Background: an optimization exercise with open tools, aiming at small area, a short achievable clock period and few clock cycles per item. Do not read the settings as production practice. Function was not checked in any run shown here: the RTL went through the layout flow alone.

## flow/design.v (module list and top-level ports; edited modules follow where they fit)
// module csa_fa: 4 lines
// module upsample_csc: 1166 lines
module upsample_csc (
    input  logic        clk,
    input  logic        resetn,
    input  logic        start,
    output logic        done,
    input  logic [15:0] sram_read_data,
    output logic [15:0] sram_write_data,
    output logic [17:0] sram_address,
    output logic        sram_we_n
);
  // ...
==> flow/flow/run.sh <==
#!/bin/bash
# Own layout flow: the standard synthesis unchanged, then the standard ORFS steps with
# stronger timing repair (a larger setup margin, all endpoints), faster port buffers and
# clock tree synthesis without dummy balancing loads.
# Each step's full output goes to a log file in the work folder.
set -euo pipefail
bash standard.sh synth > synth.log 2>&1
bash standard.sh SETUP_SLACK_MARGIN=7.5 TNS_END_PERCENT=100 \
     BUFFER_PORTS_ARGS="-buffer_cell sky130_fd_sc_hd__buf_4" \
     CTS_ARGS="-sink_clustering_enable -repair_clock_nets -sink_clustering_size 28 -sink_clustering_max_diameter 100 -dont_use_dummy_load" finish > layout.log 2>&1
==> flow/standard.sh <==
#!/bin/bash
# synth_recipe.tcl (not shown) runs the flow's synth.tcl, then flattens the netlist and writes it again
# the make line also repeats each setting of config.mk as NAME=value (left out here)
make -C /OpenROAD-flow-scripts/flow DESIGN_CONFIG=/design/flow/config.mk WORK_HOME=/design/flow/orfs CLKGATE_MAP_FILE= SYNTH_SCRIPT=/design/flow/synth_recipe.tcl "${@:-finish}"
==> flow/config.mk <==
export PLATFORM = sky130hd
export DESIGN_NAME = upsample_csc
export DESIGN_NICKNAME = upsample_csc
export VERILOG_FILES = /design/flow/design.v
export SDC_FILE = /design/flow/constraint.sdc
export NUM_CORES = 4
export LEC_CHECK = 0
export ABC_AREA = 0
export CAP_MARGIN = 20
export CORE_MARGIN = 2
export CORE_UTILIZATION = 55
export CTS_CLUSTER_DIAMETER = 100
export CTS_CLUSTER_SIZE = 28
export PLACE_DENSITY = 0.7
export SLEW_MARGIN = 20
export SYNTH_HIERARCHICAL = 1
export SYNTH_MINIMUM_KEEP_SIZE = 0
==> flow/constraint.sdc <==
create_clock -name core_clock -period 11.0 [get_ports {clk}]
set_input_delay 2.2000 -clock core_clock [delete_from_list [all_inputs] [get_ports {clk}]]
set_output_delay 2.2000 -clock core_clock [all_outputs]
set_load 0.01 [all_outputs]
==> run_results.csv, run 1 <==
group,metric,value,unit
synthesis,syn_inst,1839,
worst_setup_path,required,11.43,ns
sta,fin_ws,7.46,ns
sta,fmax,0.283,GHz
finish,multi_input_cells,1207,
grt,grt_max_degree,57,
grt,met1_usage,31.7,%
finish,drive_gt1_share,7.05,%
sta,tightest_slew,0.913,ns
min_path,min_to,"ch[32]",
detailed_routing,drt-vias-per-instance,5.54,
cts,holdBufCountCts,0,
sta,slew_viol_final,0,
run_status,outcome,"complete, no violations",
worst_setup_path,crit_buf_inv,1,
finish,n_all_inverters,209,
finish,clockBufferCount,17,
worst_setup_path,cp.arrival,3.97,ns
finish,regMostFlops,"ch",
synthesis,synth_area_leaders,"fa_1 22%, dfxtp_1 22%, edfxtp_1 20%, ha_1 7.6%, inv_1 3.7%",
worst_setup_path,critPathMaxFanout,2,
worst_setup_path,r2r_slack,7.46,ns
finish,largest_reg_flops,96,
synthesis,yosys.cell_count.top_type,"fa_1",
worst_setup_path,critPathTopFamily,"adder cells",
sta,clock_skew,0.0422,ns
floorplan,die_w,201,um
synthesis,yosys.area.top_type,"fa_1",
cts,h-tree-depth,1,
sta,period_share,32.2,%
worst_setup_path,crit_slowest_cell,"fa_1",
finish,design_area,22800,sq um
grt,busiest_layer,"met2",
==> run 2, diff against run 1 <==
--- a/flow/design.v
+++ b/flow/design.v
@@ -78,28 +78,26 @@
                 sram_address <= ra;
                 ra <= ra + 18'd1;
             end
         endcase
         if (k4) jc <= (jc == 8'd159) ? 8'd0 : jc + 8'd1;
     end
 end
 logic [95:0] ch;      
-logic [7:0]  vhi;     
-logic [7:0]  vlo;     
+logic [15:0] vw;      
 logic [7:0]  ulo;     
 wire shift  = (k == 3'd3) || k4;
 wire c11_ld = shift || (k == 3'd2 && fpar);
 wire [7:0] c11_in = (k == 3'd2) ? sram_read_data[15:8] :
-                    (k == 3'd3) ? (fpar ? vlo : vhi) : ulo;
+                    (k == 3'd3) ? (fpar ? vw[7:0] : vw[15:8]) : ulo;
 always_ff @(posedge clk) begin
     if (shift)  ch[87:0] <= ch[95:8];
     if (c11_ld) ch[95:88] <= c11_in;
-    vhi <= sram_read_data[15:8];
-    if (k == 3'd2 && ~fpar) vlo <= sram_read_data[7:0];
+    if (k == 3'd2 && ~fpar) vw <= sram_read_data;
     if (k == 3'd2 &&  fpar) ulo <= sram_read_data[7:0];
 end
 logic j0, j1, j157, j158, j159;
 always_ff @(posedge clk) begin
     j0   <= (jc == 8'd0);
     j1   <= (jc == 8'd1);
     j157 <= (jc == 8'd157);
     j158 <= (jc == 8'd158);
@@ -255,47 +253,47 @@
   csa_fa f1_i132 (.a(f1_102), .b(f1_72), .c(f1_101), .s(f1_132), .co(f1_133));
   wire f1_134, f1_135;
   csa_fa f1_i134 (.a(f1_104), .b(f1_76), .c(f1_103), .s(f1_134), .co(f1_135));
   wire f1_136, f1_137;
   csa_fa f1_i136 (.a(f1_106), .b(f1_36), .c(f1_105), .s(f1_136), .co(f1_137));
   wire f1_138, f1_139;
   csa_fa f1_i138 (.a(fc[8]), .b(f1_81), .c(f1_107), .s(f1_138), .co(f1_139));
   wire f1_140 = ~f1_108;
-  wire f1_141 = f1_110 & f1_109;
-  wire f1_142 = f1_112 & f1_111;
-  wire f1_143 = f1_114 & f1_113;
-  wire f1_144 = f1_116 & f1_115;
-  wire f1_145 = f1_118 & f1_117;
-  wire f1_146 = f1_120 & f1_119;
-  wire f1_147 = f1_122 & f1_121;
-  wire f1_148 = f1_110 | f1_109;
-  wire f1_149 = f1_112 | f1_111;
-  wire f1_150 = f1_114 | f1_113;
-  wire f1_151 = f1_116 | f1_115;
-  wire f1_152 = f1_118 | f1_117;
-  wire f1_153 = f1_120 | f1_119;
-  wire f1_154 = f1_122 | f1_121;
-  wire f1_155 = f1_141 | (f1_148 & f1_108);
-  wire f1_156 = f1_143 | (f1_150 & f1_142);
-  wire f1_157 = f1_150 & f1_149;
-  wire f1_158 = f1_145 | (f1_152 & f1_144);
-  wire f1_159 = f1_152 & f1_151;
-  wire f1_160 = f1_147 | (f1_154 & f1_146);
-  wire f1_161 = f1_154 & f1_153;
-  wire f1_162 = f1_142 | (f1_149 & f1_155);
-  wire f1_163 = f1_149 & f1_148;
+  wire f1_141 = f1_110 ^ f1_109;
+  wire f1_142 = f1_110 & f1_109;
+  wire f1_143 = f1_112 ^ f1_111;
+  wire f1_144 = f1_112 & f1_111;
+  wire f1_145 = f1_114 ^ f1_113;
+  wire f1_146 = f1_114 & f1_113;
+  wire f1_147 = f1_116 ^ f1_115;
+  wire f1_148 = f1_116 & f1_115;
+  wire f1_149 = f1_118 ^ f1_117;
+  wire f1_150 = f1_118 & f1_117;
+  wire f1_151 = f1_120 ^ f1_119;
+  wire f1_152 = f1_120 & f1_119;
+  wire f1_153 = f1_122 ^ f1_121;
+  wire f1_154 = f1_122 & f1_121;
+  wire f1_155 = f1_142 | (f1_141 & f1_108);
+  wire f1_156 = f1_146 | (f1_145 & f1_144);
+  wire f1_157 = f1_145 & f1_143;
+  wire f1_158 = f1_150 | (f1_149 & f1_148);
+  wire f1_159 = f1_149 & f1_147;
+  wire f1_160 = f1_154 | (f1_153 & f1_152);
+  wire f1_161 = f1_153 & f1_151;
+  wire f1_162 = f1_144 | (f1_143 & f1_155);
+  wire f1_163 = f1_143 & f1_141;
   wire f1_164 = f1_156 | (f1_157 & f1_155);
-  wire f1_165 = f1_157 & f1_148;
-  wire f1_166 = f1_146 | (f1_153 & f1_158);
-  wire f1_167 = f1_153 & f1_159;
+  wire f1_165 = f1_157 & f1_141;
+  wire f1_166 = f1_152 | (f1_151 & f1_158);
+  wire f1_167 = f1_151 & f1_159;
   wire f1_168 = f1_160 | (f1_161 & f1_158);
   wire f1_169 = f1_161 & f1_159;
-  wire f1_170 = f1_144 | (f1_151 & f1_164);
-  wire f1_171 = f1_151 & f1_165;
+  wire f1_170 = f1_148 | (f1_147 & f1_164);
+  wire f1_171 = f1_147 & f1_165;
   wire f1_172 = f1_158 | (f1_159 & f1_164);
   wire f1_173 = f1_159 & f1_165;
   wire f1_174 = f1_166 | (f1_167 & f1_164);
   wire f1_175 = f1_167 & f1_165;
   wire f1_176 = f1_168 | (f1_169 & f1_164);
   wire f1_177 = f1_169 & f1_165;
   assign fm_d = {f1_176, 1'b0, f1_139, f1_137, f1_135, f1_133, f1_131, f1_129, f1_127, f1_125, f1_123, 1'b1, 1'b1, f1_138, f1_136, f1_134, f1_132, f1_130, f1_128, f1_126, f1_124};
 always_ff @(posedge clk) fm <= fm_d;
@@ -357,34 +355,35 @@
   wire f2_54 = f2_6 ^ f2_31;
   wire f2_55 = f2_8 ^ f2_33;
   wire f2_56 = f2_10 ^ f2_39;
   wire f2_57 = f2_12 ^ f2_41;
   wire f2_58 = f2_14 ^ f2_43;
   wire f2_59 = f2_16 ^ f2_45;
   wire f2_60 = f2_18 ^ f2_47;
   assign fq = {f2_60, f2_59, f2_58, f2_57, f2_56, f2_55, f2_54, f2_53, f2_52, f2_51};
-logic [7:0] ylo, py, pu;
+logic [9:0] fvr;    
+always_ff @(posedge clk) fvr <= fq;
+logic [7:0] ylo1, ylo2, py, pu;
 logic [9:0] pw, pv;
 logic       sr;         
 always_ff @(posedge clk) begin
-    if (k == 3'd3) begin
-        py  <= sram_read_data[15:8];
-        ylo <= sram_read_data[7:0];
-    end
-    if (k == 3'd0) py <= ylo;
-    if (k == 3'd4) pv <= {2'b00, ch[31:24]};               
-    if (k == 3'd0) pv <= fq;                               
-    sr <= (k == 3'd3) || (k == 3'd0);
-    pw <= (k == 3'd3 || k == 3'd4) ? {2'b00, ch[39:32]} :   
+    ylo1 <= sram_read_data[7:0];
+    ylo2 <= ylo1;
+    if (k == 3'd3) py <= sram_read_data[15:8];
+    if (k == 3'd0) py <= ylo2;
+    sr <= (k == 3'd4) || (k == 3'd0);
+    pw <= (k == 3'd3) ? {2'b00, ch[47:40]} :                   
+          (k == 3'd4) ? {2'b00, ch[31:24]} :                   
                         {fq[9:8] & {2{k == 3'd0}}, fq[7:0]};   
-    pu <= (k == 3'd4) ? ch[39:32] : fq[7:0];               
+    pu <= (k == 3'd4) ? ch[39:32] : fq[7:0];                   
+    pv <= (k == 3'd4) ? {2'b00, ch[31:24]} : fvr;              
 end
-wire [34:0] mrb_d, mg_d;
-logic [34:0] mrb, mg;
+wire [38:0] mrb_d, mg_d;
+logic [38:0] mrb, mg;
   wire wn9 = ~pw[9];
   wire srn = ~sr;
   wire wr0 = pw[0] & sr;
   wire wr1 = pw[1] & sr;
   wire wr2 = pw[2] & sr;
   wire wr3 = pw[3] & sr;
   wire wr4 = pw[4] & sr;
   wire wr5 = pw[5] & sr;
@@ -615,62 +614,52 @@
   wire rb1_220, rb1_221;
   csa_fa rb1_i220 (.a(rb1_174), .b(rb1_131), .c(rb1_173), .s(rb1_220), .co(rb1_221));
   wire rb1_222, rb1_223;
   csa_fa rb1_i222 (.a(rb1_176), .b(rb1_133), .c(rb1_175), .s(rb1_222), .co(rb1_223));
   wire rb1_224, rb1_225;
   csa_fa rb1_i224 (.a(rb1_178), .b(rb1_135), .c(rb1_177), .s(rb1_224), .co(rb1_225));
   wire rb1_226 = pw[8] ^ rb1_179;
   wire rb1_227 = pw[8] & rb1_179;
-  wire rb1_228 = rb1_180 & ~pw[0];
-  wire rb1_229 = rb1_182 & rb1_181;
-  wire rb1_230 = rb1_184 & rb1_183;
-  wire rb1_231 = rb1_186 & rb1_185;
-  wire rb1_232 = rb1_188 & rb1_187;
-  wire rb1_233 = rb1_190 & rb1_189;
-  wire rb1_234 = rb1_192 & rb1_191;
-  wire rb1_235 = rb1_194 & rb1_193;
-  wire rb1_236 = rb1_180 | ~pw[0];
-  wire rb1_237 = rb1_182 | rb1_181;
-  wire rb1_238 = rb1_184 | rb1_183;
-  wire rb1_239 = rb1_186 | rb1_185;
-  wire rb1_240 = rb1_188 | rb1_187;
-  wire rb1_241 = rb1_190 | rb1_189;
-  wire rb1_242 = rb1_192 | rb1_191;
-  wire rb1_243 = rb1_194 | rb1_193;
-  wire rb1_244 = ~pw[1] & ~pw[0];
-  wire rb1_245 = rb1_229 | (rb1_237 & rb1_228);
-  wire rb1_246 = rb1_237 & rb1_236;
-  wire rb1_247 = rb1_231 | (rb1_239 & rb1_230);
-  wire rb1_248 = rb1_239 & rb1_238;
-  wire rb1_249 = rb1_233 | (rb1_241 & rb1_232);
-  wire rb1_250 = rb1_241 & rb1_240;
-  wire rb1_251 = rb1_235 | (rb1_243 & rb1_234);
-  wire rb1_252 = rb1_243 & rb1_242;
-  wire rb1_253 = rb1_228 | (rb1_236 & rb1_244);
-  wire rb1_254 = rb1_236 & ~pw[1];
-  wire rb1_255 = rb1_245 | (rb1_246 & rb1_244);
-  wire rb1_256 = rb1_246 & ~pw[1];
-  wire rb1_257 = rb1_232 | (rb1_240 & rb1_247);
-  wire rb1_258 = rb1_240 & rb1_248;
-  wire rb1_259 = rb1_249 | (rb1_250 & rb1_247);
-  wire rb1_260 = rb1_250 & rb1_248;
-  wire rb1_261 = rb1_230 | (rb1_238 & rb1_255);
-  wire rb1_262 = rb1_238 & rb1_256;
-  wire rb1_263 = rb1_247 | (rb1_248 & rb1_255);
-  wire rb1_264 = rb1_248 & rb1_256;
-  wire rb1_265 = rb1_257 | (rb1_258 & rb1_255);
-  wire rb1_266 = rb1_258 & rb1_256;
-  wire rb1_267 = rb1_259 | (rb1_260 & rb1_255);
-  wire rb1_268 = rb1_260 & rb1_256;
-  wire rb1_269 = rb1_234 | (rb1_242 & rb1_267);
-  wire rb1_270 = rb1_242 & rb1_268;
-  wire rb1_271 = rb1_251 | (rb1_252 & rb1_267);
-  wire rb1_272 = rb1_252 & rb1_268;
-  assign mrb_d = {rb1_271, rb1_227, rb1_225, rb1_223, rb1_221, rb1_219, rb1_217, rb1_215, rb1_213, rb1_211, rb1_209, rb1_207, rb1_205, rb1_203, rb1_201, rb1_199, rb1_197, rb1_195, wn9, rb1_226, rb1_224, rb1_222, rb1_220, rb1_218, rb1_216, rb1_214, rb1_212, rb1_210, rb1_208, rb1_206, rb1_204, rb1_202, rb1_200, rb1_198, rb1_196};
+  wire rb1_228 = rb1_180 ^ ~pw[0];
+  wire rb1_229 = rb1_180 & ~pw[0];
+  wire rb1_230 = rb1_182 ^ rb1_181;
+  wire rb1_231 = rb1_182 & rb1_181;
+  wire rb1_232 = rb1_184 ^ rb1_183;
+  wire rb1_233 = rb1_184 & rb1_183;
+  wire rb1_234 = rb1_186 ^ rb1_185;
+  wire rb1_235 = rb1_186 & rb1_185;
+  wire rb1_236 = rb1_188 ^ rb1_187;
+  wire rb1_237 = rb1_188 & rb1_187;
+  wire rb1_238 = rb1_190 ^ rb1_189;
+  wire rb1_239 = rb1_190 & rb1_189;
+  wire rb1_240 = ~pw[1] & ~pw[0];
+  wire rb1_241 = rb1_231 | (rb1_230 & rb1_229);
+  wire rb1_242 = rb1_230 & rb1_228;
+  wire rb1_243 = rb1_235 | (rb1_234 & rb1_233);
+  wire rb1_244 = rb1_234 & rb1_232;
+  wire rb1_245 = rb1_239 | (rb1_238 & rb1_237);
+  wire rb1_246 = rb1_238 & rb1_236;
+  wire rb1_247 = rb1_229 | (rb1_228 & rb1_240);
+  wire rb1_248 = rb1_228 & ~pw[1];
+  wire rb1_249 = rb1_241 | (rb1_242 & rb1_240);
+  wire rb1_250 = rb1_242 & ~pw[1];
+  wire rb1_251 = rb1_237 | (rb1_236 & rb1_243);
+  wire rb1_252 = rb1_236 & rb1_244;
+  wire rb1_253 = rb1_245 | (rb1_246 & rb1_243);
+  wire rb1_254 = rb1_246 & rb1_244;
+  wire rb1_255 = rb1_233 | (rb1_232 & rb1_249);
+  wire rb1_256 = rb1_232 & rb1_250;
+  wire rb1_257 = rb1_243 | (rb1_244 & rb1_249);
+  wire rb1_258 = rb1_244 & rb1_250;
+  wire rb1_259 = rb1_251 | (rb1_252 & rb1_249);
+  wire rb1_260 = rb1_252 & rb1_250;
+  wire rb1_261 = rb1_253 | (rb1_254 & rb1_249);
+  wire rb1_262 = rb1_254 & rb1_250;
+  assign mrb_d = {rb1_261, rb1_227, rb1_225, rb1_223, rb1_221, rb1_219, rb1_217, rb1_215, rb1_213, rb1_211, rb1_209, rb1_207, rb1_205, rb1_203, rb1_201, rb1_199, rb1_197, rb1_195, rb1_193, rb1_191, wn9, rb1_226, rb1_224, rb1_222, rb1_220, rb1_218, rb1_216, rb1_214, rb1_212, rb1_210, rb1_208, rb1_206, rb1_204, rb1_202, rb1_200, rb1_198, rb1_196, rb1_194, rb1_192};
   wire vn9 = ~pv[9];
   wire g1_0 = py[7] ^ py[5];
   wire g1_1 = py[7] & py[5];
   wire g1_2 = py[6] ^ py[4];
   wire g1_3 = py[6] & py[4];
   wire g1_4 = py[7] ^ py[5];
   wire g1_5 = py[7] & py[5];
   wire g1_6 = ~py[7] ^ py[0];
@@ -867,310 +856,324 @@
   csa_fa g1_i196 (.a(g1_152), .b(g1_111), .c(g1_151), .s(g1_196), .co(g1_197));
   wire g1_198, g1_199;
   csa_fa g1_i198 (.a(g1_154), .b(g1_115), .c(g1_153), .s(g1_198), .co(g1_199));
   wire g1_200, g1_201;
   csa_fa g1_i200 (.a(pv[8]), .b(g1_117), .c(g1_155), .s(g1_200), .co(g1_201));
   wire g1_202 = ~vn9 ^ ~pv[8];
   wire g1_203 = ~vn9 & ~pv[8];
   wire g1_204 = ~g1_156;
-  wire g1_205 = g1_158 & g1_157;
-  wire g1_206 = g1_160 & g1_159;
-  wire g1_207 = g1_162 & g1_161;
-  wire g1_208 = g1_164 & g1_163;
-  wire g1_209 = g1_166 & g1_165;
-  wire g1_210 = g1_168 & g1_167;
-  wire g1_211 = g1_170 & g1_169;
-  wire g1_212 = g1_158 | g1_157;
-  wire g1_213 = g1_160 | g1_159;
-  wire g1_214 = g1_162 | g1_161;
-  wire g1_215 = g1_164 | g1_163;
-  wire g1_216 = g1_166 | g1_165;
-  wire g1_217 = g1_168 | g1_167;
-  wire g1_218 = g1_170 | g1_169;
-  wire g1_219 = ~pv[1] & ~pv[0];
-  wire g1_220 = g1_205 | (g1_212 & g1_156);
-  wire g1_221 = g1_207 | (g1_214 & g1_206);
-  wire g1_222 = g1_214 & g1_213;
-  wire g1_223 = g1_209 | (g1_216 & g1_208);
-  wire g1_224 = g1_216 & g1_215;
-  wire g1_225 = g1_211 | (g1_218 & g1_210);
-  wire g1_226 = g1_218 & g1_217;
-  wire g1_227 = g1_156 | (1'b1 & g1_219);
-  wire g1_228 = g1_220 | (g1_212 & g1_219);
-  wire g1_229 = g1_212 & ~pv[1];
-  wire g1_230 = g1_208 | (g1_215 & g1_221);
-  wire g1_231 = g1_215 & g1_222;
-  wire g1_232 = g1_223 | (g1_224 & g1_221);
-  wire g1_233 = g1_224 & g1_222;
-  wire g1_234 = g1_206 | (g1_213 & g1_228);
-  wire g1_235 = g1_213 & g1_229;
-  wire g1_236 = g1_221 | (g1_222 & g1_228);
-  wire g1_237 = g1_222 & g1_229;
-  wire g1_238 = g1_230 | (g1_231 & g1_228);
-  wire g1_239 = g1_231 & g1_229;
-  wire g1_240 = g1_232 | (g1_233 & g1_228);
-  wire g1_241 = g1_233 & g1_229;
-  wire g1_242 = g1_210 | (g1_217 & g1_240);
-  wire g1_243 = g1_217 & g1_241;
-  wire g1_244 = g1_225 | (g1_226 & g1_240);
-  wire g1_245 = g1_226 & g1_241;
-  assign mg_d = {g1_244, g1_203, g1_201, g1_199, g1_197, g1_195, g1_193, g1_191, g1_189, g1_187, g1_185, g1_183, g1_181, g1_179, g1_177, g1_175, g1_173, g1_171, 1'b1, g1_202, g1_200, g1_198, g1_196, g1_194, g1_192, g1_190, g1_188, g1_186, g1_184, g1_182, g1_180, g1_178, g1_176, g1_174, g1_172};
+  wire g1_205 = g1_158 ^ g1_157;
+  wire g1_206 = g1_158 & g1_157;
+  wire g1_207 = g1_160 ^ g1_159;
+  wire g1_208 = g1_160 & g1_159;
+  wire g1_209 = g1_162 ^ g1_161;
+  wire g1_210 = g1_162 & g1_161;
+  wire g1_211 = g1_164 ^ g1_163;
+  wire g1_212 = g1_164 & g1_163;
+  wire g1_213 = g1_166 ^ g1_165;
+  wire g1_214 = g1_166 & g1_165;
+  wire g1_215 = ~pv[1] & ~pv[0];
+  wire g1_216 = g1_206 | (g1_205 & g1_156);
+  wire g1_217 = g1_210 | (g1_209 & g1_208);
+  wire g1_218 = g1_209 & g1_207;
+  wire g1_219 = g1_214 | (g1_213 & g1_212);
+  wire g1_220 = g1_213 & g1_211;
+  wire g1_221 = g1_156 | (1'b1 & g1_215);
+  wire g1_222 = g1_216 | (g1_205 & g1_215);
+  wire g1_223 = g1_205 & ~pv[1];
+  wire g1_224 = g1_212 | (g1_211 & g1_217);
+  wire g1_225 = g1_211 & g1_218;
+  wire g1_226 = g1_219 | (g1_220 & g1_217);
+  wire g1_227 = g1_220 & g1_218;
+  wire g1_228 = g1_208 | (g1_207 & g1_222);
+  wire g1_229 = g1_207 & g1_223;
+  wire g1_230 = g1_217 | (g1_218 & g1_222);
+  wire g1_231 = g1_218 & g1_223;
+  wire g1_232 = g1_224 | (g1_225 & g1_222);
+  wire g1_233 = g1_225 & g1_223;
+  wire g1_234 = g1_226 | (g1_227 & g1_222);
+  wire g1_235 = g1_227 & g1_223;
+  assign mg_d = {g1_234, g1_203, g1_201, g1_199, g1_197, g1_195, g1_193, g1_191, g1_189, g1_187, g1_185, g1_183, g1_181, g1_179, g1_177, g1_175, g1_173, g1_171, g1_169, g1_167, 1'b1, g1_202, g1_200, g1_198, g1_196, g1_194, g1_192, g1_190, g1_188, g1_186, g1_184, g1_182, g1_180, g1_178, g1_176, g1_174, g1_172, g1_170, g1_168};
 always_ff @(posedge clk) begin
     mrb <= mrb_d;
     mg  <= mg_d;
 end
 wire [7:0] qrb, qg;
-  wire rb2_0 = mrb[0] & mrb[17];
-  wire rb2_1 = mrb[1] & mrb[18];
-  wire rb2_2 = mrb[2] & mrb[19];
-  wire rb2_3 = mrb[3] & mrb[20];
-  wire rb2_4 = mrb[4] & mrb[21];
-  wire rb2_5 = mrb[5] & mrb[22];
-  wire rb2_6 = mrb[6] ^ mrb[23];
-  wire rb2_7 = mrb[6] & mrb[23];
-  wire rb2_8 = mrb[7] ^ mrb[24];
-  wire rb2_9 = mrb[7] & mrb[24];
-  wire rb2_10 = mrb[8] ^ mrb[25];
-  wire rb2_11 = mrb[8] & mrb[25];
-  wire rb2_12 = mrb[9] ^ mrb[26];
-  wire rb2_13 = mrb[9] & mrb[26];
-  wire rb2_14 = mrb[10] ^ mrb[27];
-  wire rb2_15 = mrb[10] & mrb[27];
-  wire rb2_16 = mrb[11] ^ mrb[28];
-  wire rb2_17 = mrb[11] & mrb[28];
-  wire rb2_18 = mrb[12] ^ mrb[29];
-  wire rb2_19 = mrb[12] & mrb[29];
-  wire rb2_20 = mrb[13] ^ mrb[30];
-  wire rb2_21 = mrb[13] & mrb[30];
-  wire rb2_22 = mrb[14] ^ mrb[31];
-  wire rb2_23 = mrb[14] & mrb[31];
-  wire rb2_24 = mrb[15] ^ mrb[32];
-  wire rb2_25 = mrb[15] & mrb[32];
-  wire rb2_26 = mrb[16] ^ mrb[33];
-  wire rb2_27 = mrb[16] & mrb[33];
-  wire rb2_28 = mrb[0] | mrb[17];
-  wire rb2_29 = mrb[1] | mrb[18];
-  wire rb2_30 = mrb[2] | mrb[19];
-  wire rb2_31 = mrb[3] | mrb[20];
-  wire rb2_32 = mrb[4] | mrb[21];
-  wire rb2_33 = mrb[5] | mrb[22];
-  wire rb2_34 = rb2_0 | (rb2_28 & mrb[34]);
-  wire rb2_35 = rb2_1 | (rb2_29 & rb2_34);
-  wire rb2_36 = rb2_29 & rb2_28;
-  wire rb2_37 = rb2_3 | (rb2_31 & rb2_2);
-  wire rb2_38 = rb2_31 & rb2_30;
-  wire rb2_39 = rb2_5 | (rb2_33 & rb2_4);
-  wire rb2_40 = rb2_33 & rb2_32;
-  wire rb2_41 = rb2_9 | (rb2_8 & rb2_7);
-  wire rb2_42 = rb2_8 & rb2_6;
-  wire rb2_43 = rb2_13 | (rb2_12 & rb2_11);
-  wire rb2_44 = rb2_12 & rb2_10;
-  wire rb2_45 = rb2_17 | (rb2_16 & rb2_15);
-  wire rb2_46 = rb2_16 & rb2_14;
-  wire rb2_47 = rb2_21 | (rb2_20 & rb2_19);
-  wire rb2_48 = rb2_20 & rb2_18;
-  wire rb2_49 = rb2_25 | (rb2_24 & rb2_23);
-  wire rb2_50 = rb2_24 & rb2_22;
-  wire rb2_51 = rb2_2 | (rb2_30 & rb2_35);
-  wire rb2_52 = rb2_30 & rb2_36;
-  wire rb2_53 = rb2_37 | (rb2_38 & rb2_35);
-  wire rb2_54 = rb2_38 & rb2_36;
-  wire rb2_55 = rb2_7 | (rb2_6 & rb2_39);
-  wire rb2_56 = rb2_6 & rb2_40;
-  wire rb2_57 = rb2_41 | (rb2_42 & rb2_39);
-  wire rb2_58 = rb2_42 & rb2_40;
-  wire rb2_59 = rb2_15 | (rb2_14 & rb2_43);
-  wire rb2_60 = rb2_14 & rb2_44;
-  wire rb2_61 = rb2_45 | (rb2_46 & rb2_43);
-  wire rb2_62 = rb2_46 & rb2_44;
-  wire rb2_63 = rb2_23 | (rb2_22 & rb2_47);
-  wire rb2_64 = rb2_22 & rb2_48;
-  wire rb2_65 = rb2_49 | (rb2_50 & rb2_47);
-  wire rb2_66 = rb2_50 & rb2_48;
-  wire rb2_67 = rb2_4 | (rb2_32 & rb2_53);
-  wire rb2_68 = rb2_32 & rb2_54;
-  wire rb2_69 = rb2_39 | (rb2_40 & rb2_53);
-  wire rb2_70 = rb2_40 & rb2_54;
-  wire rb2_71 = rb2_55 | (rb2_56 & rb2_53);
-  wire rb2_72 = rb2_56 & rb2_54;
-  wire rb2_73 = rb2_57 | (rb2_58 & rb2_53);
-  wire rb2_74 = rb2_58 & rb2_54;
-  wire rb2_75 = rb2_19 | (rb2_18 & rb2_61);
-  wire rb2_76 = rb2_18 & rb2_62;
-  wire rb2_77 = rb2_47 | (rb2_48 & rb2_61);
-  wire rb2_78 = rb2_48 & rb2_62;
-  wire rb2_79 = rb2_63 | (rb2_64 & rb2_61);
-  wire rb2_80 = rb2_64 & rb2_62;
-  wire rb2_81 = rb2_65 | (rb2_66 & rb2_61);
-  wire rb2_82 = rb2_66 & rb2_62;
-  wire rb2_83 = rb2_11 | (rb2_10 & rb2_73);
-  wire rb2_84 = rb2_10 & rb2_74;
-  wire rb2_85 = rb2_43 | (rb2_44 & rb2_73);
-  wire rb2_86 = rb2_44 & rb2_74;
-  wire rb2_87 = rb2_59 | (rb2_60 & rb2_73);
-  wire rb2_88 = rb2_60 & rb2_74;
-  wire rb2_89 = rb2_61 | (rb2_62 & rb2_73);
-  wire rb2_90 = rb2_62 & rb2_74;
-  wire rb2_91 = rb2_75 | (rb2_76 & rb2_73);
-  wire rb2_92 = rb2_76 & rb2_74;
-  wire rb2_93 = rb2_77 | (rb2_78 & rb2_73);
-  wire rb2_94 = rb2_78 & rb2_74;
-  wire rb2_95 = rb2_79 | (rb2_80 & rb2_73);
-  wire rb2_96 = rb2_80 & rb2_74;
-  wire rb2_97 = rb2_81 | (rb2_82 & rb2_73);
-  wire rb2_98 = rb2_82 & rb2_74;
-  wire rb2_99 = rb2_27 | (rb2_26 & rb2_97);
-  wire rb2_100 = rb2_26 & rb2_98;
-  wire rb2_101 = rb2_6 ^ rb2_69;
-  wire rb2_102 = rb2_8 ^ rb2_71;
-  wire rb2_103 = rb2_10 ^ rb2_73;
-  wire rb2_104 = rb2_12 ^ rb2_83;
-  wire rb2_105 = rb2_14 ^ rb2_85;
-  wire rb2_106 = rb2_16 ^ rb2_87;
-  wire rb2_107 = rb2_18 ^ rb2_89;
-  wire rb2_108 = rb2_20 ^ rb2_91;
-  wire rb2_109 = rb2_22 ^ rb2_93;
-  wire rb2_110 = rb2_24 ^ rb2_95;
-  wire rb2_111 = rb2_26 ^ rb2_97;
-  wire rb2_112 = rb2_109 | rb2_110;
-  wire rb2_113 = ~rb2_111 & (rb2_112 | rb2_101);
-  wire rb2_114 = ~rb2_111 & (rb2_112 | rb2_102);
-  wire rb2_115 = ~rb2_111 & (rb2_112 | rb2_103);
-  wire rb2_116 = ~rb2_111 & (rb2_112 | rb2_104);
-  wire rb2_117 = ~rb2_111 & (rb2_112 | rb2_105);
-  wire rb2_118 = ~rb2_111 & (rb2_112 | rb2_106);
-  wire rb2_119 = ~rb2_111 & (rb2_112 | rb2_107);
-  wire rb2_120 = ~rb2_111 & (rb2_112 | rb2_108);
-  assign qrb = {rb2_120, rb2_119, rb2_118, rb2_117, rb2_116, rb2_115, rb2_114, rb2_113};
-  wire g2_0 = mg[0] & mg[17];
-  wire g2_1 = mg[1] & mg[18];
-  wire g2_2 = mg[2] & mg[19];
-  wire g2_3 = mg[3] & mg[20];
-  wire g2_4 = mg[4] & mg[21];
-  wire g2_5 = mg[5] & mg[22];
-  wire g2_6 = mg[6] ^ mg[23];
-  wire g2_7 = mg[6] & mg[23];
-  wire g2_8 = mg[7] ^ mg[24];
-  wire g2_9 = mg[7] & mg[24];
-  wire g2_10 = mg[8] ^ mg[25];
-  wire g2_11 = mg[8] & mg[25];
-  wire g2_12 = mg[9] ^ mg[26];
-  wire g2_13 = mg[9] & mg[26];
-  wire g2_14 = mg[10] ^ mg[27];
-  wire g2_15 = mg[10] & mg[27];
-  wire g2_16 = mg[11] ^ mg[28];
-  wire g2_17 = mg[11] & mg[28];
-  wire g2_18 = mg[12] ^ mg[29];
-  wire g2_19 = mg[12] & mg[29];
-  wire g2_20 = mg[13] ^ mg[30];
-  wire g2_21 = mg[13] & mg[30];
-  wire g2_22 = mg[14] ^ mg[31];
-  wire g2_23 = mg[14] & mg[31];
-  wire g2_24 = mg[15] ^ mg[32];
-  wire g2_25 = mg[15] & mg[32];
-  wire g2_26 = mg[16] ^ mg[33];
-  wire g2_27 = mg[16] & mg[33];
-  wire g2_28 = mg[0] | mg[17];
-  wire g2_29 = mg[1] | mg[18];
-  wire g2_30 = mg[2] | mg[19];
-  wire g2_31 = mg[3] | mg[20];
-  wire g2_32 = mg[4] | mg[21];
-  wire g2_33 = mg[5] | mg[22];
-  wire g2_34 = g2_0 | (g2_28 & mg[34]);
-  wire g2_35 = g2_1 | (g2_29 & g2_34);
-  wire g2_36 = g2_29 & g2_28;
-  wire g2_37 = g2_3 | (g2_31 & g2_2);
-  wire g2_38 = g2_31 & g2_30;
-  wire g2_39 = g2_5 | (g2_33 & g2_4);
-  wire g2_40 = g2_33 & g2_32;
-  wire g2_41 = g2_9 | (g2_8 & g2_7);
-  wire g2_42 = g2_8 & g2_6;
-  wire g2_43 = g2_13 | (g2_12 & g2_11);
-  wire g2_44 = g2_12 & g2_10;
-  wire g2_45 = g2_17 | (g2_16 & g2_15);
-  wire g2_46 = g2_16 & g2_14;
-  wire g2_47 = g2_21 | (g2_20 & g2_19);
-  wire g2_48 = g2_20 & g2_18;
-  wire g2_49 = g2_25 | (g2_24 & g2_23);
-  wire g2_50 = g2_24 & g2_22;
-  wire g2_51 = g2_2 | (g2_30 & g2_35);
-  wire g2_52 = g2_30 & g2_36;
-  wire g2_53 = g2_37 | (g2_38 & g2_35);
-  wire g2_54 = g2_38 & g2_36;
-  wire g2_55 = g2_7 | (g2_6 & g2_39);
-  wire g2_56 = g2_6 & g2_40;
-  wire g2_57 = g2_41 | (g2_42 & g2_39);
-  wire g2_58 = g2_42 & g2_40;
-  wire g2_59 = g2_15 | (g2_14 & g2_43);
-  wire g2_60 = g2_14 & g2_44;
-  wire g2_61 = g2_45 | (g2_46 & g2_43);
-  wire g2_62 = g2_46 & g2_44;
-  wire g2_63 = g2_23 | (g2_22 & g2_47);
-  wire g2_64 = g2_22 & g2_48;
-  wire g2_65 = g2_49 | (g2_50 & g2_47);
-  wire g2_66 = g2_50 & g2_48;
-  wire g2_67 = g2_4 | (g2_32 & g2_53);
-  wire g2_68 = g2_32 & g2_54;
-  wire g2_69 = g2_39 | (g2_40 & g2_53);
-  wire g2_70 = g2_40 & g2_54;
-  wire g2_71 = g2_55 | (g2_56 & g2_53);
-  wire g2_72 = g2_56 & g2_54;
-  wire g2_73 = g2_57 | (g2_58 & g2_53);
-  wire g2_74 = g2_58 & g2_54;
-  wire g2_75 = g2_19 | (g2_18 & g2_61);
-  wire g2_76 = g2_18 & g2_62;
-  wire g2_77 = g2_47 | (g2_48 & g2_61);
-  wire g2_78 = g2_48 & g2_62;
-  wire g2_79 = g2_63 | (g2_64 & g2_61);
-  wire g2_80 = g2_64 & g2_62;
-  wire g2_81 = g2_65 | (g2_66 & g2_61);
-  wire g2_82 = g2_66 & g2_62;
-  wire g2_83 = g2_11 | (g2_10 & g2_73);
-  wire g2_84 = g2_10 & g2_74;
-  wire g2_85 = g2_43 | (g2_44 & g2_73);
-  wire g2_86 = g2_44 & g2_74;
-  wire g2_87 = g2_59 | (g2_60 & g2_73);
-  wire g2_88 = g2_60 & g2_74;
-  wire g2_89 = g2_61 | (g2_62 & g2_73);
-  wire g2_90 = g2_62 & g2_74;
-  wire g2_91 = g2_75 | (g2_76 & g2_73);
-  wire g2_92 = g2_76 & g2_74;
-  wire g2_93 = g2_77 | (g2_78 & g2_73);
-  wire g2_94 = g2_78 & g2_74;
-  wire g2_95 = g2_79 | (g2_80 & g2_73);
-  wire g2_96 = g2_80 & g2_74;
-  wire g2_97 = g2_81 | (g2_82 & g2_73);
-  wire g2_98 = g2_82 & g2_74;
-  wire g2_99 = g2_27 | (g2_26 & g2_97);
-  wire g2_100 = g2_26 & g2_98;
-  wire g2_101 = g2_6 ^ g2_69;
-  wire g2_102 = g2_8 ^ g2_71;
-  wire g2_103 = g2_10 ^ g2_73;
-  wire g2_104 = g2_12 ^ g2_83;
-  wire g2_105 = g2_14 ^ g2_85;
-  wire g2_106 = g2_16 ^ g2_87;
-  wire g2_107 = g2_18 ^ g2_89;
-  wire g2_108 = g2_20 ^ g2_91;
-  wire g2_109 = g2_22 ^ g2_93;
-  wire g2_110 = g2_24 ^ g2_95;
-  wire g2_111 = g2_26 ^ g2_97;
-  wire g2_112 = g2_109 | g2_110;
-  wire g2_113 = ~g2_111 & (g2_112 | g2_101);
-  wire g2_114 = ~g2_111 & (g2_112 | g2_102);
-  wire g2_115 = ~g2_111 & (g2_112 | g2_103);
-  wire g2_116 = ~g2_111 & (g2_112 | g2_104);
-  wire g2_117 = ~g2_111 & (g2_112 | g2_105);
-  wire g2_118 = ~g2_111 & (g2_112 | g2_106);
-  wire g2_119 = ~g2_111 & (g2_112 | g2_107);
-  wire g2_120 = ~g2_111 & (g2_112 | g2_108);
-  assign qg = {g2_120, g2_119, g2_118, g2_117, g2_116, g2_115, g2_114, g2_113};
-logic [7:0] rbd;        
+  wire rb2_0 = mrb[0] ^ mrb[19];
+  wire rb2_1 = mrb[0] & mrb[19];
+  wire rb2_2 = mrb[1] ^ mrb[20];
+  wire rb2_3 = mrb[1] & mrb[20];
+  wire rb2_4 = mrb[2] ^ mrb[21];
+  wire rb2_5 = mrb[2] & mrb[21];
+  wire rb2_6 = mrb[3] ^ mrb[22];
+  wire rb2_7 = mrb[3] & mrb[22];
+  wire rb2_8 = mrb[4] ^ mrb[23];
+  wire rb2_9 = mrb[4] & mrb[23];
+  wire rb2_10 = mrb[5] ^ mrb[24];
+  wire rb2_11 = mrb[5] & mrb[24];
+  wire rb2_12 = mrb[6] ^ mrb[25];
+  wire rb2_13 = mrb[6] & mrb[25];
+  wire rb2_14 = mrb[7] ^ mrb[26];
+  wire rb2_15 = mrb[7] & mrb[26];
+  wire rb2_16 = mrb[8] ^ mrb[27];
+  wire rb2_17 = mrb[8] & mrb[27];
+  wire rb2_18 = mrb[9] ^ mrb[28];
+  wire rb2_19 = mrb[9] & mrb[28];
+  wire rb2_20 = mrb[10] ^ mrb[29];
+  wire rb2_21 = mrb[10] & mrb[29];
+  wire rb2_22 = mrb[11] ^ mrb[30];
+  wire rb2_23 = mrb[11] & mrb[30];
+  wire rb2_24 = mrb[12] ^ mrb[31];
+  wire rb2_25 = mrb[12] & mrb[31];
+  wire rb2_26 = mrb[13] ^ mrb[32];
+  wire rb2_27 = mrb[13] & mrb[32];
+  wire rb2_28 = mrb[14] ^ mrb[33];
+  wire rb2_29 = mrb[14] & mrb[33];
+  wire rb2_30 = mrb[15] ^ mrb[34];
+  wire rb2_31 = mrb[15] & mrb[34];
+  wire rb2_32 = mrb[16] ^ mrb[35];
+  wire rb2_33 = mrb[16] & mrb[35];
+  wire rb2_34 = mrb[17] ^ mrb[36];
+  wire rb2_35 = mrb[17] & mrb[36];
+  wire rb2_36 = mrb[18] ^ mrb[37];
+  wire rb2_37 = mrb[18] & mrb[37];
+  wire rb2_38 = rb2_1 | (rb2_0 & mrb[38]);
+  wire rb2_39 = rb2_3 | (rb2_2 & rb2_38);
+  wire rb2_40 = rb2_2 & rb2_0;
+  wire rb2_41 = rb2_7 | (rb2_6 & rb2_5);
+  wire rb2_42 = rb2_6 & rb2_4;
+  wire rb2_43 = rb2_11 | (rb2_10 & rb2_9);
+  wire rb2_44 = rb2_10 & rb2_8;
+  wire rb2_45 = rb2_15 | (rb2_14 & rb2_13);
+  wire rb2_46 = rb2_14 & rb2_12;
+  wire rb2_47 = rb2_19 | (rb2_18 & rb2_17);
+  wire rb2_48 = rb2_18 & rb2_16;
+  wire rb2_49 = rb2_23 | (rb2_22 & rb2_21);
+  wire rb2_50 = rb2_22 & rb2_20;
+  wire rb2_51 = rb2_27 | (rb2_26 & rb2_25);
+  wire rb2_52 = rb2_26 & rb2_24;
+  wire rb2_53 = rb2_31 | (rb2_30 & rb2_29);
+  wire rb2_54 = rb2_30 & rb2_28;
+  wire rb2_55 = rb2_35 | (rb2_34 & rb2_33);
+  wire rb2_56 = rb2_34 & rb2_32;
+  wire rb2_57 = rb2_5 | (rb2_4 & rb2_39);
+  wire rb2_58 = rb2_4 & rb2_40;
+  wire rb2_59 = rb2_41 | (rb2_42 & rb2_39);
+  wire rb2_60 = rb2_42 & rb2_40;
+  wire rb2_61 = rb2_13 | (rb2_12 & rb2_43);
+  wire rb2_62 = rb2_12 & rb2_44;
+  wire rb2_63 = rb2_45 | (rb2_46 & rb2_43);
+  wire rb2_64 = rb2_46 & rb2_44;
+  wire rb2_65 = rb2_21 | (rb2_20 & rb2_47);
+  wire rb2_66 = rb2_20 & rb2_48;
+  wire rb2_67 = rb2_49 | (rb2_50 & rb2_47);
+  wire rb2_68 = rb2_50 & rb2_48;
+  wire rb2_69 = rb2_29 | (rb2_28 & rb2_51);
+  wire rb2_70 = rb2_28 & rb2_52;
+  wire rb2_71 = rb2_53 | (rb2_54 & rb2_51);
+  wire rb2_72 = rb2_54 & rb2_52;
+  wire rb2_73 = rb2_37 | (rb2_36 & rb2_55);
+  wire rb2_74 = rb2_36 & rb2_56;
+  wire rb2_75 = rb2_9 | (rb2_8 & rb2_59);
+  wire rb2_76 = rb2_8 & rb2_60;
+  wire rb2_77 = rb2_43 | (rb2_44 & rb2_59);
+  wire rb2_78 = rb2_44 & rb2_60;
+  wire rb2_79 = rb2_61 | (rb2_62 & rb2_59);
+  wire rb2_80 = rb2_62 & rb2_60;
+  wire rb2_81 = rb2_63 | (rb2_64 & rb2_59);
+  wire rb2_82 = rb2_64 & rb2_60;
+  wire rb2_83 = rb2_25 | (rb2_24 & rb2_67);
+  wire rb2_84 = rb2_24 & rb2_68;
+  wire rb2_85 = rb2_51 | (rb2_52 & rb2_67);
+  wire rb2_86 = rb2_52 & rb2_68;
+  wire rb2_87 = rb2_69 | (rb2_70 & rb2_67);
+  wire rb2_88 = rb2_70 & rb2_68;
+  wire rb2_89 = rb2_71 | (rb2_72 & rb2_67);
+  wire rb2_90 = rb2_72 & rb2_68;
+  wire rb2_91 = rb2_17 | (rb2_16 & rb2_81);
+  wire rb2_92 = rb2_16 & rb2_82;
+  wire rb2_93 = rb2_47 | (rb2_48 & rb2_81);
+  wire rb2_94 = rb2_48 & rb2_82;
+  wire rb2_95 = rb2_65 | (rb2_66 & rb2_81);
+  wire rb2_96 = rb2_66 & rb2_82;
+  wire rb2_97 = rb2_67 | (rb2_68 & rb2_81);
+  wire rb2_98 = rb2_68 & rb2_82;
+  wire rb2_99 = rb2_83 | (rb2_84 & rb2_81);
+  wire rb2_100 = rb2_84 & rb2_82;
+  wire rb2_101 = rb2_85 | (rb2_86 & rb2_81);
+  wire rb2_102 = rb2_86 & rb2_82;
+  wire rb2_103 = rb2_87 | (rb2_88 & rb2_81);
+  wire rb2_104 = rb2_88 & rb2_82;
+  wire rb2_105 = rb2_89 | (rb2_90 & rb2_81);
+  wire rb2_106 = rb2_90 & rb2_82;
+  wire rb2_107 = rb2_33 | (rb2_32 & rb2_105);
+  wire rb2_108 = rb2_32 & rb2_106;
+  wire rb2_109 = rb2_55 | (rb2_56 & rb2_105);
+  wire rb2_110 = rb2_56 & rb2_106;
+  wire rb2_111 = rb2_73 | (rb2_74 & rb2_105);
+  wire rb2_112 = rb2_74 & rb2_106;
+  wire rb2_113 = rb2_16 ^ rb2_81;
+  wire rb2_114 = rb2_18 ^ rb2_91;
+  wire rb2_115 = rb2_20 ^ rb2_93;
+  wire rb2_116 = rb2_22 ^ rb2_95;
+  wire rb2_117 = rb2_24 ^ rb2_97;
+  wire rb2_118 = rb2_26 ^ rb2_99;
+  wire rb2_119 = rb2_28 ^ rb2_101;
+  wire rb2_120 = rb2_30 ^ rb2_103;
+  wire rb2_121 = rb2_32 ^ rb2_105;
+  wire rb2_122 = rb2_34 ^ rb2_107;
+  wire rb2_123 = rb2_36 ^ rb2_109;
+  wire rb2_124 = rb2_121 | rb2_122;
+  wire rb2_125 = ~rb2_123 & (rb2_124 | rb2_113);
+  wire rb2_126 = ~rb2_123 & (rb2_124 | rb2_114);
+  wire rb2_127 = ~rb2_123 & (rb2_124 | rb2_115);
+  wire rb2_128 = ~rb2_123 & (rb2_124 | rb2_116);
+  wire rb2_129 = ~rb2_123 & (rb2_124 | rb2_117);
+  wire rb2_130 = ~rb2_123 & (rb2_124 | rb2_118);
+  wire rb2_131 = ~rb2_123 & (rb2_124 | rb2_119);
+  wire rb2_132 = ~rb2_123 & (rb2_124 | rb2_120);
+  assign qrb = {rb2_132, rb2_131, rb2_130, rb2_129, rb2_128, rb2_127, rb2_126, rb2_125};
+  wire g2_0 = mg[0] ^ mg[19];
+  wire g2_1 = mg[0] & mg[19];
+  wire g2_2 = mg[1] ^ mg[20];
+  wire g2_3 = mg[1] & mg[20];
+  wire g2_4 = mg[2] ^ mg[21];
+  wire g2_5 = mg[2] & mg[21];
+  wire g2_6 = mg[3] ^ mg[22];
+  wire g2_7 = mg[3] & mg[22];
+  wire g2_8 = mg[4] ^ mg[23];
+  wire g2_9 = mg[4] & mg[23];
+  wire g2_10 = mg[5] ^ mg[24];
+  wire g2_11 = mg[5] & mg[24];
+  wire g2_12 = mg[6] ^ mg[25];
+  wire g2_13 = mg[6] & mg[25];
+  wire g2_14 = mg[7] ^ mg[26];
+  wire g2_15 = mg[7] & mg[26];
+  wire g2_16 = mg[8] ^ mg[27];
+  wire g2_17 = mg[8] & mg[27];
+  wire g2_18 = mg[9] ^ mg[28];
+  wire g2_19 = mg[9] & mg[28];
+  wire g2_20 = mg[10] ^ mg[29];
+  wire g2_21 = mg[10] & mg[29];
+  wire g2_22 = mg[11] ^ mg[30];
+  wire g2_23 = mg[11] & mg[30];
+  wire g2_24 = mg[12] ^ mg[31];
+  wire g2_25 = mg[12] & mg[31];
+  wire g2_26 = mg[13] ^ mg[32];
+  wire g2_27 = mg[13] & mg[32];
+  wire g2_28 = mg[14] ^ mg[33];
+  wire g2_29 = mg[14] & mg[33];
+  wire g2_30 = mg[15] ^ mg[34];
+  wire g2_31 = mg[15] & mg[34];
+  wire g2_32 = mg[16] ^ mg[35];
+  wire g2_33 = mg[16] & mg[35];
+  wire g2_34 = mg[17] ^ mg[36];
+  wire g2_35 = mg[17] & mg[36];
+  wire g2_36 = mg[18] ^ mg[37];
+  wire g2_37 = mg[18] & mg[37];
+  wire g2_38 = g2_1 | (g2_0 & mg[38]);
+  wire g2_39 = g2_3 | (g2_2 & g2_38);
+  wire g2_40 = g2_2 & g2_0;
+  wire g2_41 = g2_7 | (g2_6 & g2_5);
+  wire g2_42 = g2_6 & g2_4;
+  wire g2_43 = g2_11 | (g2_10 & g2_9);
+  wire g2_44 = g2_10 & g2_8;
+  wire g2_45 = g2_15 | (g2_14 & g2_13);
+  wire g2_46 = g2_14 & g2_12;
+  wire g2_47 = g2_19 | (g2_18 & g2_17);
+  wire g2_48 = g2_18 & g2_16;
+  wire g2_49 = g2_23 | (g2_22 & g2_21);
+  wire g2_50 = g2_22 & g2_20;
+  wire g2_51 = g2_27 | (g2_26 & g2_25);
+  wire g2_52 = g2_26 & g2_24;
+  wire g2_53 = g2_31 | (g2_30 & g2_29);
+  wire g2_54 = g2_30 & g2_28;
+  wire g2_55 = g2_35 | (g2_34 & g2_33);
+  wire g2_56 = g2_34 & g2_32;
+  wire g2_57 = g2_5 | (g2_4 & g2_39);
+  wire g2_58 = g2_4 & g2_40;
+  wire g2_59 = g2_41 | (g2_42 & g2_39);
+  wire g2_60 = g2_42 & g2_40;
+  wire g2_61 = g2_13 | (g2_12 & g2_43);
+  wire g2_62 = g2_12 & g2_44;
+  wire g2_63 = g2_45 | (g2_46 & g2_43);
+  wire g2_64 = g2_46 & g2_44;
+  wire g2_65 = g2_21 | (g2_20 & g2_47);
+  wire g2_66 = g2_20 & g2_48;
+  wire g2_67 = g2_49 | (g2_50 & g2_47);
+  wire g2_68 = g2_50 & g2_48;
+  wire g2_69 = g2_29 | (g2_28 & g2_51);
+  wire g2_70 = g2_28 & g2_52;
+  wire g2_71 = g2_53 | (g2_54 & g2_51);
+  wire g2_72 = g2_54 & g2_52;
+  wire g2_73 = g2_37 | (g2_36 & g2_55);
+  wire g2_74 = g2_36 & g2_56;
+  wire g2_75 = g2_9 | (g2_8 & g2_59);
+  wire g2_76 = g2_8 & g2_60;
+  wire g2_77 = g2_43 | (g2_44 & g2_59);
+  wire g2_78 = g2_44 & g2_60;
+  wire g2_79 = g2_61 | (g2_62 & g2_59);
+  wire g2_80 = g2_62 & g2_60;
+  wire g2_81 = g2_63 | (g2_64 & g2_59);
+  wire g2_82 = g2_64 & g2_60;
+  wire g2_83 = g2_25 | (g2_24 & g2_67);
+  wire g2_84 = g2_24 & g2_68;
+  wire g2_85 = g2_51 | (g2_52 & g2_67);
+  wire g2_86 = g2_52 & g2_68;
+  wire g2_87 = g2_69 | (g2_70 & g2_67);
+  wire g2_88 = g2_70 & g2_68;
+  wire g2_89 = g2_71 | (g2_72 & g2_67);
+  wire g2_90 = g2_72 & g2_68;
+  wire g2_91 = g2_17 | (g2_16 & g2_81);
+  wire g2_92 = g2_16 & g2_82;
+  wire g2_93 = g2_47 | (g2_48 & g2_81);
+  wire g2_94 = g2_48 & g2_82;
+  wire g2_95 = g2_65 | (g2_66 & g2_81);
+  wire g2_96 = g2_66 & g2_82;
+  wire g2_97 = g2_67 | (g2_68 & g2_81);
+  wire g2_98 = g2_68 & g2_82;
+  wire g2_99 = g2_83 | (g2_84 & g2_81);
+  wire g2_100 = g2_84 & g2_82;
+  wire g2_101 = g2_85 | (g2_86 & g2_81);
+  wire g2_102 = g2_86 & g2_82;
+  wire g2_103 = g2_87 | (g2_88 & g2_81);
+  wire g2_104 = g2_88 & g2_82;
+  wire g2_105 = g2_89 | (g2_90 & g2_81);
+  wire g2_106 = g2_90 & g2_82;
+  wire g2_107 = g2_33 | (g2_32 & g2_105);
+  wire g2_108 = g2_32 & g2_106;
+  wire g2_109 = g2_55 | (g2_56 & g2_105);
+  wire g2_110 = g2_56 & g2_106;
+  wire g2_111 = g2_73 | (g2_74 & g2_105);
+  wire g2_112 = g2_74 & g2_106;
+  wire g2_113 = g2_16 ^ g2_81;
+  wire g2_114 = g2_18 ^ g2_91;
+  wire g2_115 = g2_20 ^ g2_93;
+  wire g2_116 = g2_22 ^ g2_95;
+  wire g2_117 = g2_24 ^ g2_97;
+  wire g2_118 = g2_26 ^ g2_99;
+  wire g2_119 = g2_28 ^ g2_101;
+  wire g2_120 = g2_30 ^ g2_103;
+  wire g2_121 = g2_32 ^ g2_105;
+  wire g2_122 = g2_34 ^ g2_107;
+  wire g2_123 = g2_36 ^ g2_109;
+  wire g2_124 = g2_121 | g2_122;
+  wire g2_125 = ~g2_123 & (g2_124 | g2_113);
+  wire g2_126 = ~g2_123 & (g2_124 | g2_114);
+  wire g2_127 = ~g2_123 & (g2_124 | g2_115);
+  wire g2_128 = ~g2_123 & (g2_124 | g2_116);
+  wire g2_129 = ~g2_123 & (g2_124 | g2_117);
+  wire g2_130 = ~g2_123 & (g2_124 | g2_118);
+  wire g2_131 = ~g2_123 & (g2_124 | g2_119);
+  wire g2_132 = ~g2_123 & (g2_124 | g2_120);
+  assign qg = {g2_132, g2_131, g2_130, g2_129, g2_128, g2_127, g2_126, g2_125};
+logic [7:0] bh;         
 always_ff @(posedge clk) begin
-    rbd <= qrb;
+    if (k == 3'd0) bh <= qrb;
     case (k)
-        3'd1:    sram_write_data <= {rbd, qg};     
-        3'd2:    sram_write_data <= {rbd, qrb};    
+        3'd1:    sram_write_data <= {qrb, qg};     
+        3'd2:    sram_write_data <= {bh, qrb};     
         default: sram_write_data <= {qg, qrb};     
     endcase
 end
 endmodule
 `default_nettype wire
==> flow/flow/run.sh (replaced) <==
#!/bin/bash
# Own layout flow: the standard synthesis unchanged, then the standard ORFS steps with
# stronger timing repair (a larger setup margin, all endpoints) and faster port buffers.
# Each step's full output goes to a log file in the work folder.
set -euo pipefail
bash standard.sh synth > synth.log 2>&1
bash standard.sh SETUP_SLACK_MARGIN=7.5 TNS_END_PERCENT=100 \
     BUFFER_PORTS_ARGS="-buffer_cell sky130_fd_sc_hd__buf_4" finish > layout.log 2>&1
==> run 2 against run 1 <==
Against the previous run: still clean on timing, DRC and antenna; fmax grew 5.0%; synthesized area grew 4.2%; utilization shrank 0.093 points; die area grew 4.1%; worst hold slack lost 0.081 ns; sequential share of layout area grew 0.20 points; cell area grew 4.8%; via count is essentially flat; routed wire length grew 7.6%.
==> run_results.csv, run 2 <==
group,metric,value,unit
worst_setup_path,crit_slowest_cell,"edfxtp_1",
synthesis,syn_area,22100,sq um
synthesis,muxShareOfSynthArea,2.08,%
floorplan,num_rows,73,
run,drv_cap,0,
sta,relSlewSlack,32.5,%
grt,grt.met2_usage,39.8,%
worst_setup_path,cp.arrival,3.87,ns
placed_design,dp.cells,2396,
synthesis,yosys.cell_count.top_type,"dfxtp_1",
finish,fillers,3272,
floorplan,die_h,205,um
finish,final_cell_mix,"258 x dfxtp_1, 237 x fa_1, 198 x inv_1",
sta,clock_skew,0.0250,ns
placed_design,dp_hpwl,37100,um
finish,design_area,23900,sq um
detailed_routing,num_vias,13300,
sta,setup_viol,0,
floorplan,start_util,55.7,%
cts,h-tree-depth,1,
synthesis,postSynthAreaPerCell,11.9,sq um
placed_design,dpl-instance-area,23100,sq um
grt,busiest_layer,"met2",
worst_setup_path,cp_common_cell,"fa_1",
detailed_routing,routed_wl,47500,um
finish,n_antenna_cell,0,
min_path,hold_start,"ylo1[5]",
worst_setup_path,r2r-start,"py[6]",
grt,met1_usage,32.8,%
worst_setup_path,end_kind,"flop",
detailed_routing,drt-vias-per-instance,5.41,
cts,cts_root_buffer,"clkbuf_16",
sta,period_share,30.6,%
sta,hold_viol,0,
sta,slew_viol_final,0,
worst_setup_path,critPathLaunch,"py[6]",
synthesis,synth_nets,2280,
detailed_routing,drtAntennaViolNets,0,
placed_design,io_buffers,54,
min_path,hp-class,"reg -> reg",
synthesis,syn_inst,1861,
cts,clockBufferDepth,3,
synthesis,ys_ff_latch,406,
finish,final_common_cell,"dfxtp_1",
sta,min_period,3.37,ns
synthesis,synth_area_leaders,"dfxtp_1 23%, fa_1 21%, edfxtp_1 18%, ha_1 9.2%, inv_1 3.4%",
detailed_routing,drtIter0Drc,847,
placed_design,routabilityCongestion,0.945,
cts,cts_tree,"yes",
synthesis,yosysWarnings,7,
synthesis,yosys.area.top_type,"dfxtp_1",
detailed_routing,drc,0,
synthesis,synth_xor_area_share,3.07,%
finish,largestRegisters,"ch x96, mrb x39, mg x38",
worst_setup_path,critPathMaxFanout,9,
synthesis,synth_top_family_by_area,"adder cells",
grt,grt_pass1_wl,75900,um
finish,drive_gt1_share,7.42,%
synthesis,synthSimpleGateAreaFrac,8.54,%
synthesis,async_flop_share,2.71,%
sta,setup-tns-final,0,ns
finish,layout.nets,2332,
worst_setup_path,critPathTopFamily,"adder cells",
floorplan,die-area,41900,sq um
worst_setup_path,required,11.50,ns
grt,gr-usage-all-layers,23.7,%
floorplan,die_w,205,um
finish,area_delta_synth_final,7.76,%
synthesis,synth.distinct_cells,74,
cts,cts_made_buffers,19,
grt,overflow,0,
sta,fmax,0.297,GHz
grt,grt_pass1_vias,13900,
finish,regMostFlops,"ch",
worst_setup_path,crit_path_max_incr_delay,0.83,ns
synthesis,ys_seq_area_share,43.1,%
synthesis,synth_compound_area_share,8.20,%
worst_setup_path,crit_buf_inv,0,
finish,post_layout_nonfiller_instances,2451,
cts,clkTransAtPathRegs,0.10,ns
synthesis,synthAdderAreaFrac,30.6,%
cts,cts.sinks,406,
run_status,outcome,"complete, no violations",
worst_setup_path,crit_type,"reg -> reg",
worst_setup_path,cp_cell_sequence,"ha_1, fa_1, fa_1, fa_1, fa_1",
detailed_routing,wl_per_cell,19.4,um
synthesis,synth_edf_count,136,
cts,clk_latency,0.56,ns
floorplan,fp.coreArea,39700,sq um
finish,largest_reg_flops,96,
synthesis,yosys-top-cells-count,"259 x dfxtp_1, 237 x fa_1, 199 x inv_1",
grt,antenna_found_initial,0,
sta,tightest_slew,0.998,ns
grt,grt_max_degree,75,
detailed_routing,dr.pass1.iters,4,
finish,final_util,60.0,%
synthesis,synth-main-ff-cell,"dfxtp_1",
worst_setup_path,start_kind,"flop",
grt,met3_usage,3.64,%
synthesis,synth_top_area_share,23.4,%
floorplan,ios,55,
sta,rsz0062_at_grt,"no",
## run 2: cell types whose count changed in the layout (fill, tap and decap cells not counted), moves of 10 or more
cell / before / now
o21ai_0: 109 / 99
and2_1: 11 / 25
ha_1: 128 / 162
dfxtp_1: 224 / 258
nor2_1: 97 / 53
clkbuf_1: 0 / 10
## run 2: worst reg2reg max path, cell delays in order (launching register included)
cell and delay (ns):
edfxtp_1 0.83, ha_1 0.40, fa_1 0.51, fa_1 0.52
fa_1 0.52, fa_1 0.53
## run 2: cell type report
type	count	area [sq um]	area share [%]
multi-input cells	1204	11700	49.0
flip-flops and latches	406	9550	40.0
inverters	200	754	3.16
well taps	525	657	2.75
repair buffers	81	633	2.65
clock buffers	29	513	2.15
clock inverters	5	57.6	0.241
repair inverters	1	5.00	0.0210
## run 2: path summary, 6_finish.rpt
path                       endpoint  slack (ns)  cells after the start
max                           mg[9]        7.63                      5
min                         ylo2[5]        0.34                      0
max reg2reg                   mg[9]        7.63                      5
min reg2reg                 ylo2[5]        0.34                      0
max in group asynchronous   lead[1]        9.32                      1
min in group asynchronous   start_d        1.45                      1
## run 2: through the flow
step | setup WS [ns] | hold slack [ns]
2_1_floorplan | 7.83 | 0.310
3_3_place_gp | 7.54 | 0.310
3_5_place_dp | 7.47 | 0.314
4_1_cts | 7.53 | 0.339
5_1_grt | 7.51 | 0.346
6_report | 7.63 | 0.340
## run 2: per-module statistics from Yosys (local to each module, per instance)
module	flip-flops and latches	times used
csa_fa	0	226
upsample_csc	406	1
## run 2: what timing repair did
action / 4_1_cts / 5_1_grt
hold buffers: 0 / 0
buffers inserted: 0 / 20
cloned: 0 / 1
gates resized for setup: 1 / 11
endpoints found under the setup margin: 2 / 16
pin swaps: 0 / 1
## run 2: metal layers
layer | wire length, um | vias to the layer above
met4 | 932 | 0
met2 | 22800 | 296
met3 | 2270 | 57
li1 | - | 6309
met5 | 0 | -
met1 | 21500 | 6606
## run 2: cells by family after synthesis
logic type / Yosys count
buf+inv: 251
compound gates: 280
mux: 46
fa+ha+maj: 400
xor+xnor: 76
simple gates: 402
flops: 406

[afterwards: timing with drivers on the ports]
The flow's constraints put no driver on any port. The routed layouts listed below were extracted and timed again, unchanged, in two steps. Step 1 sets driving cells, clkbuf_16 on the clock port and buf_2 on the other inputs (assumed; they add their load-dependent delay and slew). Step 2 also shifts input and output timing later by t, the mid clock arrival at the registers, as if the neighbouring blocks saw the same clock. Slacks: no drivers / after step 1 / after step 2; pairs: no drivers / after step 1.
run	t, ns	setup slack, ns	hold slack, ns
run 1	0.570	7.461 / 7.461 / 7.461	0.421 / 0.421 / 0.421
run 2	0.599	7.629 / 7.577 / 7.629	0.340 / 0.340 / 0.340
After both steps setup and hold are still met in every run listed.
